What follows belongs to an exercise in optimizing a design on an open flow for small area and a short achievable clock period; a production flow would make more cautious choices. Function was checked by simulation only, so behaviour that the tests miss may differ from the original. Power and IR drop assume default switching activity.

== juniper ==
==> flow/design.v (excerpt) <==
module fir_filter #(
    parameter DATA_WIDTH = 16,
    parameter TAPS       = 8
)(
    input  wire                      clk,
    input  wire                      rst,
    input  wire [DATA_WIDTH-1:0]     s_axis_tdata,
    input  wire                      s_axis_tvalid,
    output wire                      s_axis_tready,   
    input  wire                      s_axis_tlast,
    output reg  [DATA_WIDTH-1:0]     m_axis_tdata,
    output reg                       m_axis_tvalid,
    input  wire                      m_axis_tready,   
    output reg                       m_axis_tlast
);
    reg [15:0] s0, s1, t, r1, r2, r3, r4, r5, r6;
    reg       ready;
    reg [2:0] flush_count;
    assign s_axis_tready = ready;
    wire step = s_axis_tvalid | !ready;
    wire [15:0] x = ready ? s_axis_tdata : 16'd0;
    wire [15:0] y, nt, n1, n2, n3, n4, n5;
    fir_add3 #(15) a_y (.a(s0[14:0]), .b({s1[13:0], 1'b0}), .c(r1[15:1]), .s(y[15:1]));
    assign y[0] = r1[0];
    fir_add #(15) a_t (.a(s0[14:0]), .b(s0[15:1]), .s(nt[15:1]));
    assign nt[0] = s0[0];
    fir_add #(15) a_1 (.a(t[14:0]), .b(r2[15:1]), .s(n1[15:1]));
    assign n1[0] = r2[0];
    fir_add #(13) a_2 (.a(s1[12:0]), .b(r3[15:3]), .s(n2[15:3]));
    assign n2[2:0] = r3[2:0];
    fir_add #(15) a_3 (.a(t[14:0]), .b(r4[15:1]), .s(n3[15:1]));
    assign n3[0] = r4[0];
    fir_add #(14) a_4 (.a(s1[13:0]), .b(r5[15:2]), .s(n4[15:2]));
    assign n4[1:0] = r5[1:0];
    fir_add #(15) a_5 (.a(s1[14:0]), .b(r6[15:1]), .s(n5[15:1]));
    assign n5[0] = r6[0];
    always @(posedge clk) begin
        m_axis_tdata <= y;
        if (rst) begin
            s0 <= 0; s1 <= 0; t <= 0;
            r1 <= 0; r2 <= 0; r3 <= 0; r4 <= 0; r5 <= 0; r6 <= 0;
        end else if (step) begin
            s0 <= x;
            s1 <= s0;
            t  <= nt;
            r1 <= n1;
            r2 <= n2;
            r3 <= n3;
            r4 <= n4;
            r5 <= n5;
            r6 <= s1;
        end
        if (rst) begin
            m_axis_tvalid <= 0;
            m_axis_tlast  <= 0;
            ready         <= 1;
            flush_count   <= 0;
        end else begin
            m_axis_tvalid <= step;
  ...
Size in the first run: ~1300 cells after synthesis, roughly 40 I/O pins, about 9700 um2 of cells after synthesis.
==> flow/config.mk <==
export PLATFORM = sky130hd
export DESIGN_NAME = fir_filter
export DESIGN_NICKNAME = fir_filter
export VERILOG_FILES = /design/flow/design.v
export SDC_FILE = /design/flow/constraint.sdc
export NUM_CORES = 4
export LEC_CHECK = 0
export ABC_AREA = 1
export CAP_MARGIN = 20
export CORE_MARGIN = 2
export CORE_UTILIZATION = 40
export CTS_BUF_LIST = sky130_fd_sc_hd__clkbuf_8
export CTS_CLUSTER_SIZE = 30
export SETUP_SLACK_MARGIN = 4.7
export SLEW_MARGIN = 20
export BUFFER_PORTS_ARGS = -buffer_cell sky130_fd_sc_hd__buf_2
export CTS_ARGS = -sink_clustering_enable -repair_clock_nets -dont_use_dummy_load -sink_clustering_size 30 -buf_list sky130_fd_sc_hd__clkbuf_8
==> flow/constraint.sdc <==
create_clock -name core_clock -period 7.0 [get_ports {clk}]
set_input_delay 1.4000 -clock core_clock [delete_from_list [all_inputs] [get_ports {clk}]]
set_output_delay 1.4000 -clock core_clock [all_outputs]
set_load 0.01 [all_outputs]
standard.sh (not shown) runs the stock make flow with config.mk's settings and CLKGATE_MAP_FILE= SYNTH_SCRIPT=/design/flow/synth_recipe.tcl, a recipe that flattens the netlist after the stock synthesis.
==> flow/flow/run.sh <==
#!/bin/bash
# Standard ORFS layout, except: the port buffers are plain buffers (buf_2)
# instead of delay cells, the resizer may swap a cell for one of another
# footprint, and CTS adds no dummy loads to balance the clock tree.
# ORFS keeps each step's own log under orfs/logs; make's output goes to layout.log.
set -euo pipefail
cat >> config.mk <<'EOC'
export BUFFER_PORTS_ARGS = -buffer_cell sky130_fd_sc_hd__buf_2
export CTS_ARGS = -sink_clustering_enable -repair_clock_nets -dont_use_dummy_load -sink_clustering_size 30 -buf_list sky130_fd_sc_hd__clkbuf_8
EOC
bash standard.sh MATCH_CELL_FOOTPRINT=0 finish > layout.log 2>&1
Here is what was changed in the inputs of lagoon compared with juniper.
Settings: ABC_AREA: 1 -> unset; SETUP_SLACK_MARGIN: 4.7 -> 4.6; CTS_CLUSTER_SIZE: 30 -> 40; CTS_ARGS: -sink_clustering_enable -repair_clock_nets -dont_use_dummy_load -sink_clustering_size 30 -buf_list sky130_fd_sc_hd__clkbuf_8 -> unset; ABC_CLOCK_PERIOD_IN_PS: unset -> 2500; CORE_UTILIZATION: 40 -> 55; CTS_CLUSTER_DIAMETER: unset -> 60; PLACE_DENSITY: unset -> 0.7.
==> flow/flow/run.sh <==
#!/bin/bash
# Standard ORFS layout, with the port buffers made of plain buffers
# (buf_2) instead of delay cells, and the resizer free to swap a cell for
# one of another footprint. ORFS keeps each step's own log under orfs/logs.
set -euo pipefail
cat >> config.mk <<'EOC'
export BUFFER_PORTS_ARGS = -buffer_cell sky130_fd_sc_hd__buf_2
EOC
bash standard.sh MATCH_CELL_FOOTPRINT=0 finish > layout.log 2>&1
Diff juniper -> lagoon: count of mapped cells out of synthesis saw a decrease, post-synthesis xor/xnor area fraction picked up an extra 1.0 points, chip width decreased by 24 um relative to the old numbers, met2 wire length increased about 15%. Diff juniper -> lagoon | die outline height | down by more than 10%. Per the comparison of lagoon with juniper, shortest clock period the worst path allows after layout saw an increase; worst-case setup margin in the final layout saw a decrease; buffer count excluding the clock tree in the final layout saw an increase. Looking only at basic-gate share of the synthesized area counting and, or, nand and nor cells, and setting everything else aside, the lower value of lagoon and juniper goes to lagoon. Looking at clock power, lagoon sits 31% higher than juniper does. Cell depth of the worst setup path in lagoon is 8 higher than in juniper.
Modified inputs, amber compared to lagoon
Settings: CTS_CLUSTER_SIZE: 40 -> 30; CORE_UTILIZATION: 55 -> 40; CTS_ARGS: unset -> -sink_clustering_enable -repair_clock_nets -dont_use_dummy_load -sink_clustering_size 30 -buf_list sky130_fd_sc_hd__clkbuf_8; PLACE_DENSITY: 0.7 -> unset; CTS_CLUSTER_DIAMETER: 60 -> unset; SETUP_SLACK_MARGIN: 4.6 -> 4.5.
==> flow/flow/run.sh <==
#!/bin/bash
# Standard ORFS layout, except: the port buffers are plain buffers (buf_2)
# instead of delay cells, the resizer may swap a cell for one of another
# footprint, and CTS adds no dummy loads to balance the clock tree.
# ORFS keeps each step's own log under orfs/logs; make's output goes to layout.log.
set -euo pipefail
cat >> config.mk <<'EOC'
export BUFFER_PORTS_ARGS = -buffer_cell sky130_fd_sc_hd__buf_2
export CTS_ARGS = -sink_clustering_enable -repair_clock_nets -dont_use_dummy_load -sink_clustering_size 30 -buf_list sky130_fd_sc_hd__clkbuf_8
EOC
bash standard.sh MATCH_CELL_FOOTPRINT=0 finish > layout.log 2>&1
==> run notes <==
Summary of amber over lagoon: final critical-path required period shows an increase of 0.0062 ns; portion of total power attributed to combinational logic has increased; area of all placed cells without fillers -2.2%; width of the die climbed 17%. In the flow results for amber and lagoon, the clock-pin slew of the registers on the worst-case setup and hold paths is smaller on amber. Instance count after placement with tap cells included: amber higher than lagoon. Of amber and lagoon, the lower worst-case hold slack belongs to lagoon. Global routing usage summed across all routing layers in amber vs lagoon: down 7.9 points. The run showing the smaller cell-internal power is amber. Post-synthesis mux area share: amber vs lagoon identical.
What ember does differently from amber at the input level:
Settings: removing CTS_CLUSTER_SIZE (formerly 30); removing ABC_CLOCK_PERIOD_IN_PS (formerly 2500); changing SETUP_SLACK_MARGIN from 4.5 to 4.6; setting SYNTH_HIERARCHICAL to 1 for the first time; removing CTS_BUF_LIST (formerly sky130_fd_sc_hd__clkbuf_8); setting ABC_AREA to 1 for the first time; setting SYNTH_MINIMUM_KEEP_SIZE to 0 for the first time.
--- outcome ---
Looking at number of fill cells, ember sits about 8% higher than amber does.
amber → ember: setup slack of the critical path after layout went up by 0.16 ns, final critical path time including I/O delays and setup moved down, met2 usage now sits lower.
ember vs amber: number of global-route vias before repair up
Setup changes, ember to xenon
Settings: a deleted SYNTH_MINIMUM_KEEP_SIZE that had been 0; a deleted ABC_AREA that had been 1; an added CTS_BUF_LIST of sky130_fd_sc_hd__clkbuf_8; a change of SETUP_SLACK_MARGIN from 4.6 to 4.5; a deleted SYNTH_HIERARCHICAL that had been 1; an added ABC_CLOCK_PERIOD_IN_PS of 2500; an added CTS_CLUSTER_SIZE of 30; a deleted CTS_ARGS that had been -sink_clustering_enable -repair_clock_nets -dont_use_dummy_load -sink_clustering_size 30 -buf_list sky130_fd_sc_hd__clkbuf_8.
==> flow/flow/run.sh <==
#!/bin/bash
# Standard ORFS layout, with the port buffers made of plain buffers
# (buf_2) instead of delay cells, and the resizer free to swap a cell for
# one of another footprint. ORFS keeps each step's own log under orfs/logs.
set -euo pipefail
cat >> config.mk <<'EOC'
export BUFFER_PORTS_ARGS = -buffer_cell sky130_fd_sc_hd__buf_2
EOC
bash standard.sh MATCH_CELL_FOOTPRINT=0 finish > layout.log 2>&1
### Flow results
Measured against xenon, the post-detailed-routing wire length of ember comes out at 0.895 times the reference value. Of xenon and ember, it is xenon that has the lower core area. Worst setup slack: xenon lower than ember. The higher full die area of xenon and ember is in ember. Vertical die dimension ends up lower on xenon. Taking ember as the reference, in xenon well tap count down 11, cell count shrank by about 14%.
#### Input delta (pepper over xenon)
Settings: ABC_CLOCK_PERIOD_IN_PS no longer set, was 2500; CTS_ARGS now -sink_clustering_enable -repair_clock_nets -dont_use_dummy_load -sink_clustering_size 30 -buf_list sky130_fd_sc_hd__clkbuf_8, previously not set; SETUP_SLACK_MARGIN now 4.6, was 4.5; ABC_AREA now 1, previously not set.
==> flow/flow/run.sh <==
#!/bin/bash
# Standard ORFS layout, except: the port buffers are plain buffers (buf_2)
# instead of delay cells, the resizer may swap a cell for one of another
# footprint, and CTS adds no dummy loads to balance the clock tree.
# ORFS keeps each step's own log under orfs/logs; make's output goes to layout.log.
set -euo pipefail
cat >> config.mk <<'EOC'
export BUFFER_PORTS_ARGS = -buffer_cell sky130_fd_sc_hd__buf_2
export CTS_ARGS = -sink_clustering_enable -repair_clock_nets -dont_use_dummy_load -sink_clustering_size 30 -buf_list sky130_fd_sc_hd__clkbuf_8
EOC
bash standard.sh MATCH_CELL_FOOTPRINT=0 finish > layout.log 2>&1
## What came out
Having completed the whole flow, xenon delivered a layout that passed the timing, design-rule and antenna checks. The flow did not stop early for pepper: all stages ran, and the layout cleared the timing, design-rule and antenna checks. Compared with xenon, pepper shows power consumed by the clock network lower by 19%. Compound-gate portion of the synthesized area down 4.5 points in pepper wrt xenon. Taking xenon as the reference, in pepper maximum clock frequency rose by about 8%, portion of total power attributed to combinational logic rose by 9.6 points, global-route track usage on met2 fell by 1.1 points, buffering overhead fell by 3.2 points. Instance count of the mapped netlist sits higher in pepper than in xenon. Diff xenon -> pepper | floorplan die area | increase of 2.1%.


Setup of run A:
The RTL this note starts from:
==> flow/design.v <==
`timescale 1ns/1ps
module fir_filter #(
    parameter DATA_WIDTH = 16,
    parameter TAPS       = 8
)(
    input  wire                      clk,
    input  wire                      rst,
    input  wire [DATA_WIDTH-1:0]     s_axis_tdata,
    input  wire                      s_axis_tvalid,
    output wire                      s_axis_tready,   
    input  wire                      s_axis_tlast,
    output reg  [DATA_WIDTH-1:0]     m_axis_tdata,
    output reg                       m_axis_tvalid,
    input  wire                      m_axis_tready,   
    output reg                       m_axis_tlast
);
    reg [15:0] s0, s1, t, r1, r2, r3, r4, r5, r6;
    reg       ready;
    reg [2:0] flush_count;
    assign s_axis_tready = ready;
    wire step = s_axis_tvalid | !ready;
    wire [15:0] x = ready ? s_axis_tdata : 16'd0;
    wire [15:0] y, nt, n1, n2, n3, n4, n5;
    fir_add3 #(15) a_y (.a(s0[14:0]), .b({s1[13:0], 1'b0}), .c(r1[15:1]), .s(y[15:1]));
    assign y[0] = r1[0];
    fir_add #(15) a_t (.a(s0[14:0]), .b(s0[15:1]), .s(nt[15:1]));
    assign nt[0] = s0[0];
    fir_add #(15) a_1 (.a(t[14:0]), .b(r2[15:1]), .s(n1[15:1]));
    assign n1[0] = r2[0];
    fir_add #(13) a_2 (.a(s1[12:0]), .b(r3[15:3]), .s(n2[15:3]));
    assign n2[2:0] = r3[2:0];
    fir_add #(15) a_3 (.a(t[14:0]), .b(r4[15:1]), .s(n3[15:1]));
    assign n3[0] = r4[0];
    fir_add #(14) a_4 (.a(s1[13:0]), .b(r5[15:2]), .s(n4[15:2]));
    assign n4[1:0] = r5[1:0];
    fir_add #(15) a_5 (.a(s1[14:0]), .b(r6[15:1]), .s(n5[15:1]));
    assign n5[0] = r6[0];
    always @(posedge clk) begin
        m_axis_tdata <= y;
        if (rst) begin
            s0 <= 0; s1 <= 0; t <= 0;
            r1 <= 0; r2 <= 0; r3 <= 0; r4 <= 0; r5 <= 0; r6 <= 0;
        end else if (step) begin
            s0 <= x;
            s1 <= s0;
            t  <= nt;
            r1 <= n1;
            r2 <= n2;
            r3 <= n3;
            r4 <= n4;
            r5 <= n5;
            r6 <= s1;
        end
        if (rst) begin
            m_axis_tvalid <= 0;
            m_axis_tlast  <= 0;
            ready         <= 1;
            flush_count   <= 0;
        end else begin
            m_axis_tvalid <= step;
            m_axis_tlast  <= !ready && flush_count == 0;
            if (ready) begin
                if (s_axis_tvalid && s_axis_tlast) begin
                    ready       <= 0;
                    flush_count <= 3'd7;
                end
            end else begin
                if (flush_count == 0)
                    ready <= 1;
                flush_count <= flush_count - 1'b1;
            end
        end
    end
endmodule
module fir_add #(
    parameter W = 16
)(
    input  wire [W-1:0] a,
    input  wire [W-1:0] b,
    output wire [W-1:0] s
);
    localparam L = $clog2(W);
    wire [W-1:0] g [0:L];
    wire [W-1:0] p [0:L];
    assign g[0] = a & b;
    assign p[0] = a ^ b;
    genvar l, i;
    generate
        for (l = 0; l < L; l = l + 1) begin : lvl
            for (i = 0; i < W; i = i + 1) begin : bt
                if ((i >> l) & 1) begin : merge
                    localparam integer J = ((i >> l) << l) - 1;
                    assign g[l+1][i] = g[l][i] | (p[l][i] & g[l][J]);
                    assign p[l+1][i] = p[l][i] & p[l][J];
                end else begin : pass
                    assign g[l+1][i] = g[l][i];
                    assign p[l+1][i] = p[l][i];
                end
            end
        end
    endgenerate
    assign s = p[0] ^ {g[L][W-2:0], 1'b0};
endmodule
module fir_add3 #(
    parameter W = 16
)(
    input  wire [W-1:0] a,
    input  wire [W-1:0] b,
    input  wire [W-1:0] c,
    output wire [W-1:0] s
);
    wire [W-1:0] hs = a ^ b ^ c;
    wire [W-1:0] hc = (a & b) | (a & c) | (b & c);
    fir_add #(W) add (.a(hs), .b({hc[W-2:0], 1'b0}), .s(s));
endmodule
Settings: LEC_CHECK=0, ABC_AREA=1, CAP_MARGIN=20, CORE_MARGIN=2, CORE_UTILIZATION=40, CTS_BUF_LIST=sky130_fd_sc_hd__clkbuf_8, CTS_CLUSTER_SIZE=30, SETUP_SLACK_MARGIN=4.85, SLEW_MARGIN=20, BUFFER_PORTS_ARGS=-buffer_cell sky130_fd_sc_hd__buf_2, CTS_ARGS=-sink_clustering_enable -repair_clock_nets -dont_use_dummy_load -sink_clustering_size 30 -buf_list sky130_fd_sc_hd__clkbuf_8; clock period 7.0 ns.
==> flow/flow/run.sh <==
#!/bin/bash
# Standard ORFS layout, except: the port buffers are plain buffers (buf_2)
# instead of delay cells, the resizer may swap a cell for one of another
# footprint, and CTS adds no dummy loads to balance the clock tree.
# ORFS keeps each step's own log under orfs/logs; make's output goes to layout.log.
set -euo pipefail
cat >> config.mk <<'EOC'
export BUFFER_PORTS_ARGS = -buffer_cell sky130_fd_sc_hd__buf_2
export CTS_ARGS = -sink_clustering_enable -repair_clock_nets -dont_use_dummy_load -sink_clustering_size 30 -buf_list sky130_fd_sc_hd__clkbuf_8
EOC
bash standard.sh MATCH_CELL_FOOTPRINT=0 finish > layout.log 2>&1
Run A finished all stages; the layout is clean.
The following lists how run B was set up differently from run A:
- clearing CTS_CLUSTER_SIZE, which used to be 30
- swapping 4.85 for 4.6 in SETUP_SLACK_MARGIN
- clearing CTS_BUF_LIST, which used to be sky130_fd_sc_hd__clkbuf_8
- putting TNS_END_PERCENT at 10 where nothing was set
- Run B ended with less total routed wirelength than run A.
- Comparing run B and run A, cell-internal power is higher on run A.
- The clock skew of run B was superior to that of run A.
diff inputs: run B => run C
- clearing TNS_END_PERCENT, which used to be 10
- swapping 40 for 65 in CORE_UTILIZATION
==> run notes <==
- Compared with run B, in run C via count grew by 2.4%, maximum frequency grew by about 2%, global-route wire length before repair shrank by 1500 um, non-clock buffer area fraction after layout held steady.
## Diff of input files: run D against run C
- changing SETUP_SLACK_MARGIN from 4.6 to 4.65
- changing CAP_MARGIN from 20 to 10
- changing CORE_UTILIZATION from 65 to 40
- changing SLEW_MARGIN from 20 to 10
==> run notes <==
Worst setup slack (higher): run D
In run D relative to run C, total placed cells including tap cells had gone up by a little under 10%.
[run D vs run C] starting density of the core: lower in run D
Compared with run C, in run D area of the die saw an increase; total net switching power saw a decrease.
Summary: global-route wire length before repair, run D worse than run C
The run showing the smaller share of cells above drive strength 1 is run C.
The routed wire length of run D and that of run C are within noise of each other.
Final critical-path share of the clock period (run D over run C): decrease, 0.44 points
In the reports for run D and run C, the larger total met3 wirelength after detailed routing belongs to run C.
The following lists how run E was set up differently from run D:
- changing SLEW_MARGIN from 10 to 5
- changing SETUP_SLACK_MARGIN from 4.65 to 4.6
- changing CAP_MARGIN from 10 to 5
Notes after the runs:
- From run D to run E the numbers moved as follows: first-pass GRT wire length picked up an extra about 1.6%, portion of the layout cell area used by non-clock buffers now smaller.
- Run E vs run D — internal power contribution dropped slightly
- Between run D and run E, the flow reports via count of the first global-routing pass increasing slightly.

-- afterwards: timing with drivers on the ports --
In the flow no input, the clock included, has a driving cell. The finished layouts below were timed again as built, in two steps.
Step 1 assumes that a clkbuf_16 drives the clock port and a buf_2 every other input.
Step 2 times the ports against the registers' clock, not the clock port: input delays grow and output delays shrink by t, the midpoint of the rising clock arrivals with the driver on.
a / b / c = no drivers / after step 1 / after step 2; a / b = the first two.
| run | shift t [ns] | setup WS [ns] | worst setup path after step 2 |
|---|---|---|---|
| juniper | 0.491 | 4.653 / 4.610 / 4.315 | input to register |
| lagoon | 0.500 | 4.512 / 4.512 / 4.062 | input to register |
| amber | 0.493 | 4.506 / 4.486 / 3.993 | input to register |
| ember | 0.484 | 4.662 / 4.620 / 4.242 | input to register |
| xenon | 0.503 | 4.456 / 4.456 / 4.012 | input to register |
| pepper | 0.485 | 4.655 / 4.644 / 4.195 | input to register |
| run A | 0.492 | 4.627 / 4.611 / 4.400 | input to register |
| run B | 0.486 | 4.603 / 4.605 / 4.119 | input to register |
| run C | 0.493 | 4.651 / 4.643 / 4.177 | input to register |
| run D | 0.491 | 4.682 / 4.643 / 4.309 | input to register |
| run E | 0.485 | 4.655 / 4.644 / 4.195 | input to register |
After both steps setup and hold are still met in every run listed. For amber, which loses most, drivers alone change the setup slack by -0.020 ns; drivers and shift together by -0.513 ns.
